From an optimization exercise on the open Yosys and OpenROAD flow, aimed at small area and a short achievable clock period; shortcuts taken in it are not production practice.
Only simulation tests tie the RTL to the original design; equivalence was not proved.

## metronome_top
module metronome_top #(
	parameter BTN_WAIT_WIDTH	= 10,	 
	parameter BTN_HOLD_WIDTH	= 12,	 
	parameter LED_HOLD_WIDTH	= 8,	 
	parameter LIFE_LED_WIDTH	= 10,	 
	parameter SSI_TIMER_WIDTH	= 6		 
)(
	input 			i_clk,
	input 			i_reset,
	input 			i_uart_rx,
	input	[3:0]	i_control_btns,
	output	[3:0]	o_led_n,
	output reg [6:0] o_ssi_segments,
	output reg [3:0] o_ssi_code
);
Size: ~22 I/O pins, ~0.011 sq mm of cells after synthesis.
Settings: LEC_CHECK=0, ABC_AREA=1, CAP_MARGIN=20, CORE_MARGIN=2, CORE_UTILIZATION=70, CTS_BUF_LIST=sky130_fd_sc_hd__clkbuf_16, CTS_CLUSTER_DIAMETER=80, CTS_CLUSTER_SIZE=22, SLEW_MARGIN=20, BUFFER_PORTS_ARGS=-buffer_cell sky130_fd_sc_hd__buf_2; clock period 140.0 ns.
standard.sh (not shown) runs the stock make flow with config.mk's settings and CLKGATE_MAP_FILE= SYNTH_SCRIPT=/design/flow/synth_recipe.tcl, a recipe that flattens the netlist after the stock synthesis.
==> flow/flow/run.sh <==
#!/bin/bash
# The standard layout, with two changes:
#  - after the standard synthesis, the combinational logic is re-mapped by
#    flow/reopt.tcl with the ABC script flow/reopt.abc (flip-flops, adder
#    cells and their instance names are kept as they are);
#  - the port buffers are sky130_fd_sc_hd__buf_2.
set -euo pipefail
here=$(pwd)
echo 'export BUFFER_PORTS_ARGS = -buffer_cell sky130_fd_sc_hd__buf_2' >> config.mk
bash standard.sh synth > standard_synth.log 2>&1
res=$here/orfs/results/sky130hd/metronome_top/base
cp $res/1_2_yosys.v $here/standard_synth_netlist.v
REOPT_LIB=$FLOW_HOME/platforms/sky130hd/lib/sky130_fd_sc_hd__tt_025C_1v80.lib \
REOPT_IN=$here/standard_synth_netlist.v \
REOPT_TOP=$FLOW_TOP \
REOPT_ABC=$here/flow/reopt.abc \
REOPT_OUT=$res/1_2_yosys.v \
	yosys -c flow/reopt.tcl > reopt.log 2>&1
rm -f $res/1_synth.odb $res/1_synth.sdc
bash standard.sh finish > standard_finish.log 2>&1
Other scripts of this flow, unchanged in this note and not shown: flow/flow/reopt.abc, flow/flow/reopt.tcl
Edit:
--- a/flow/config.mk
+++ b/flow/config.mk
@@ -9,5 +9,5 @@
 export CAP_MARGIN = 20
 export CORE_MARGIN = 2
-export CORE_UTILIZATION = 70
+export CORE_UTILIZATION = 60
 export CTS_BUF_LIST = sky130_fd_sc_hd__clkbuf_16
 export CTS_CLUSTER_DIAMETER = 80
After rerunning:
- utilization shrinks by 11 points
- worst setup slack is worse by 0.0040 ns
- via count falls by 2.8%
- wire length climbs by 1.0%
- maximum frequency stays flat

* * *

Setup of run 1:
Starting RTL as in the previous note.
==> flow/design.v (excerpt) <==
module metronome_top #(
	parameter BTN_WAIT_WIDTH	= 10,	 
	parameter BTN_HOLD_WIDTH	= 12,	 
	parameter LED_HOLD_WIDTH	= 8,	 
	parameter LIFE_LED_WIDTH	= 10,	 
	parameter SSI_TIMER_WIDTH	= 6		 
)(
	input 			i_clk,
	input 			i_reset,
	input 			i_uart_rx,
	input	[3:0]	i_control_btns,
	output	[3:0]	o_led_n,
	output reg [6:0] o_ssi_segments,
	output reg [3:0] o_ssi_code
);
Settings: LEC_CHECK=0, ABC_AREA=1, CAP_MARGIN=20, CORE_MARGIN=2, CORE_UTILIZATION=70, CTS_BUF_LIST=sky130_fd_sc_hd__clkbuf_8, CTS_CLUSTER_DIAMETER=60, CTS_CLUSTER_SIZE=15, SLEW_MARGIN=20, BUFFER_PORTS_ARGS=-buffer_cell sky130_fd_sc_hd__buf_1; clock period 140.0 ns.
==> flow/flow/run.sh <==
#!/bin/bash
# The standard layout, with two changes:
#  - after the standard synthesis, the combinational logic is re-mapped by
#    flow/reopt.tcl with the ABC script flow/reopt.abc (flip-flops, adder
#    cells and their instance names are kept as they are);
#  - the port buffers are sky130_fd_sc_hd__buf_1.
set -euo pipefail
here=$(pwd)
echo 'export BUFFER_PORTS_ARGS = -buffer_cell sky130_fd_sc_hd__buf_1' >> config.mk
bash standard.sh synth > standard_synth.log 2>&1
res=$here/orfs/results/sky130hd/metronome_top/base
cp $res/1_2_yosys.v $here/standard_synth_netlist.v
REOPT_LIB=$FLOW_HOME/platforms/sky130hd/lib/sky130_fd_sc_hd__tt_025C_1v80.lib \
REOPT_IN=$here/standard_synth_netlist.v \
REOPT_TOP=$FLOW_TOP \
REOPT_ABC=$here/flow/reopt.abc \
REOPT_OUT=$res/1_2_yosys.v \
	yosys -c flow/reopt.tcl > reopt.log 2>&1
rm -f $res/1_synth.odb $res/1_synth.sdc
bash standard.sh finish > standard_finish.log 2>&1
Other scripts of this flow, unchanged in this note and not shown: flow/flow/reopt.abc, flow/flow/reopt.tcl
> inputs changed (run 1 -> run 2)
- BUFFER_PORTS_ARGS changed from -buffer_cell sky130_fd_sc_hd__buf_1 to -buffer_cell sky130_fd_sc_hd__buf_2
- CORE_UTILIZATION changed from 70 to 60
--- a/flow/flow/run.sh
+++ b/flow/flow/run.sh
@@ -4,8 +4,8 @@
 #    flow/reopt.tcl with the ABC script flow/reopt.abc (flip-flops, adder
 #    cells and their instance names are kept as they are);
-#  - the port buffers are sky130_fd_sc_hd__buf_1.
+#  - the port buffers are sky130_fd_sc_hd__buf_2.
 set -euo pipefail
 here=$(pwd)
-echo 'export BUFFER_PORTS_ARGS = -buffer_cell sky130_fd_sc_hd__buf_1' >> config.mk
+echo 'export BUFFER_PORTS_ARGS = -buffer_cell sky130_fd_sc_hd__buf_2' >> config.mk
 bash standard.sh synth > standard_synth.log 2>&1
 res=$here/orfs/results/sky130hd/metronome_top/base
## What came out
- The area share of buffers outside the clock network of run 2 is higher than that of run 1.
- Summary: with run 1 as the reference, core area in run 2 moved up by more than 10%.
- Run 2 vs run 1: layout overhead on the synthesized area up in run 2
- Run 2 finished all stages; the layout is clean.
- Run 1 did not stop at any stage, and its layout met the timing, DRC and antenna checks.
- Compared with run 1, total routed wirelength in run 2 increased slightly.
- Re sequential share of layout area: run 2 and run 1 aren't equal, and the higher value belongs to run 1.
- The number of fill cells in run 2 is 1.3 times that in run 1.
Changes in run 3 relative to run 2:
- changing CORE_UTILIZATION from 60 to 70
==> results.txt <==
- For filler cell count in the final layout, dividing the value from run 2 by the value from run 3 gives 1.4.
- As far as total negative slack for setup checks is concerned, run 2 and run 3 perform about the same.
- Global-route usage for run 3 is higher than for run 2.
- Number of nets in the layout: run 2 vs run 3, no meaningful difference
- Compared with run 2, run 3 shows fraction of area in clock buffers and inverters lower by 0.34 points.
- Run 2 → run 3: logic depth of the worst path, buffers included shows no meaningful change, setup slack shows an increase of 15 ps.
- For run 3, the beginning of the critical path was life_led_n$_DFF_PP1_, unlike run 2, where it was led_9999_n$_DFF_PP1_.
Setup changes, run 3 to run 4
- changing CTS_BUF_LIST from sky130_fd_sc_hd__clkbuf_8 to sky130_fd_sc_hd__clkbuf_4 sky130_fd_sc_hd__clkbuf_8
- changing CTS_CLUSTER_DIAMETER from 60 to 40
- changing CTS_CLUSTER_SIZE from 15 to 10
Run 4 reached the final stage; the timing, DRC and antenna checks on its layout passed. On highest attainable clock frequency, run 4 tracks run 3 almost exactly. Relative area change from synthesis to final layout on run 4 is up relative to run 3. In terms of share of the cycle needed by the critical path after routing, run 3 and run 4 differ only marginally. The worst path arrival time of run 4 exceeds that of run 3 by 20 ps. Diff run 3 -> run 4: post-layout instance area has increased, mean number of vias per cell moved up, setup TNS after final layout closely matched the old numbers.
Here is what was changed in the inputs of run 5 compared with run 4.
- a change of CTS_CLUSTER_SIZE from 10 to 15
- a change of CORE_UTILIZATION from 70 to 80
- a change of CTS_CLUSTER_DIAMETER from 40 to 60
- a change of CTS_BUF_LIST from sky130_fd_sc_hd__clkbuf_4 sky130_fd_sc_hd__clkbuf_8 to sky130_fd_sc_hd__clkbuf_8
==> comparison <==
Run 5 went all the way through synthesis, placement and routing and the layout is clean on timing, DRC and antenna. Comparing run 5 and run 4, the lower worst setup slack is on run 5. Delta (run 5 minus run 4): height of the chip lower; met2 demand-to-capacity share in global routing higher; number of flip-flops and latches roughly the same; count of clock-buffer cells in the layout lower.
Input changes introduced in run 6 (baseline for comparison: run 5):
- swapping 80 for 70 in CORE_UTILIZATION
- swapping 15 for 18 in CTS_CLUSTER_SIZE
- swapping 60 for 70 in CTS_CLUSTER_DIAMETER
[summary]
Run 6 reached the final stage; the timing, DRC and antenna checks on its layout passed. Met3 routed wirelength (higher): run 5. Compared with run 5, in run 6 maximum achievable frequency ~0 delta, smallest setup slack after layout +5.0 ps, fraction of layout cells with a size suffix above 1 ~0 delta, met3 track demand over resource -2.2 points, first-pass GRT wire length -8.4%. For the global-route usage, run 6 came in 6.4 points lower than run 5 did. Looking at run 5 and run 6, the fraction of area in registers is a wash.

-- static timing again, ports no longer ideal --
The flow's constraints put no driver on any port. The routed layouts listed below were extracted and timed again, unchanged, in two steps.
Step 1, drivers: a clkbuf_16 drives i_clk and a buf_2 each remaining input, both assumed.
Step 2, shift: input delay + t, output delay - t, t = (earliest + latest rising clock arrival at the registers) / 2. This alone moves slack from input paths to output paths.
Slacks: ideal ports / drivers / drivers and shift; pairs: ideal ports / drivers.
| run | t, ns | slack for setup (ns) | worst register clock-pin slew, ns | worst data-port slew with drivers (ns) |
|---|---|---|---|---|
| the first run of note 1 | 0.518 | 110.861 / 110.818 / 110.891 | 0.09 / 0.09 | 0.03 |
| the second run of note 1 | 0.522 | 110.857 / 110.811 / 110.884 | 0.09 / 0.09 | 0.03 |
| run 1 | 0.564 | 110.768 / 110.729 / 110.889 | 0.11 / 0.11 | 0.03 |
| run 2 | 0.555 | 110.823 / 110.782 / 110.898 | 0.10 / 0.10 | 0.03 |
| run 3 | 0.536 | 110.838 / 110.800 / 110.896 | 0.10 / 0.10 | 0.03 |
| run 4 | 0.558 | 110.819 / 110.780 / 110.884 | 0.07 / 0.07 | 0.03 |
| run 5 | 0.550 | 110.814 / 110.780 / 110.904 | 0.10 / 0.10 | 0.04 |
| run 6 | 0.550 | 110.819 / 110.781 / 110.904 | 0.11 / 0.11 | 0.03 |
After both steps every run listed still meets setup and hold. The worst setup slack also covers recovery checks on asynchronous resets.
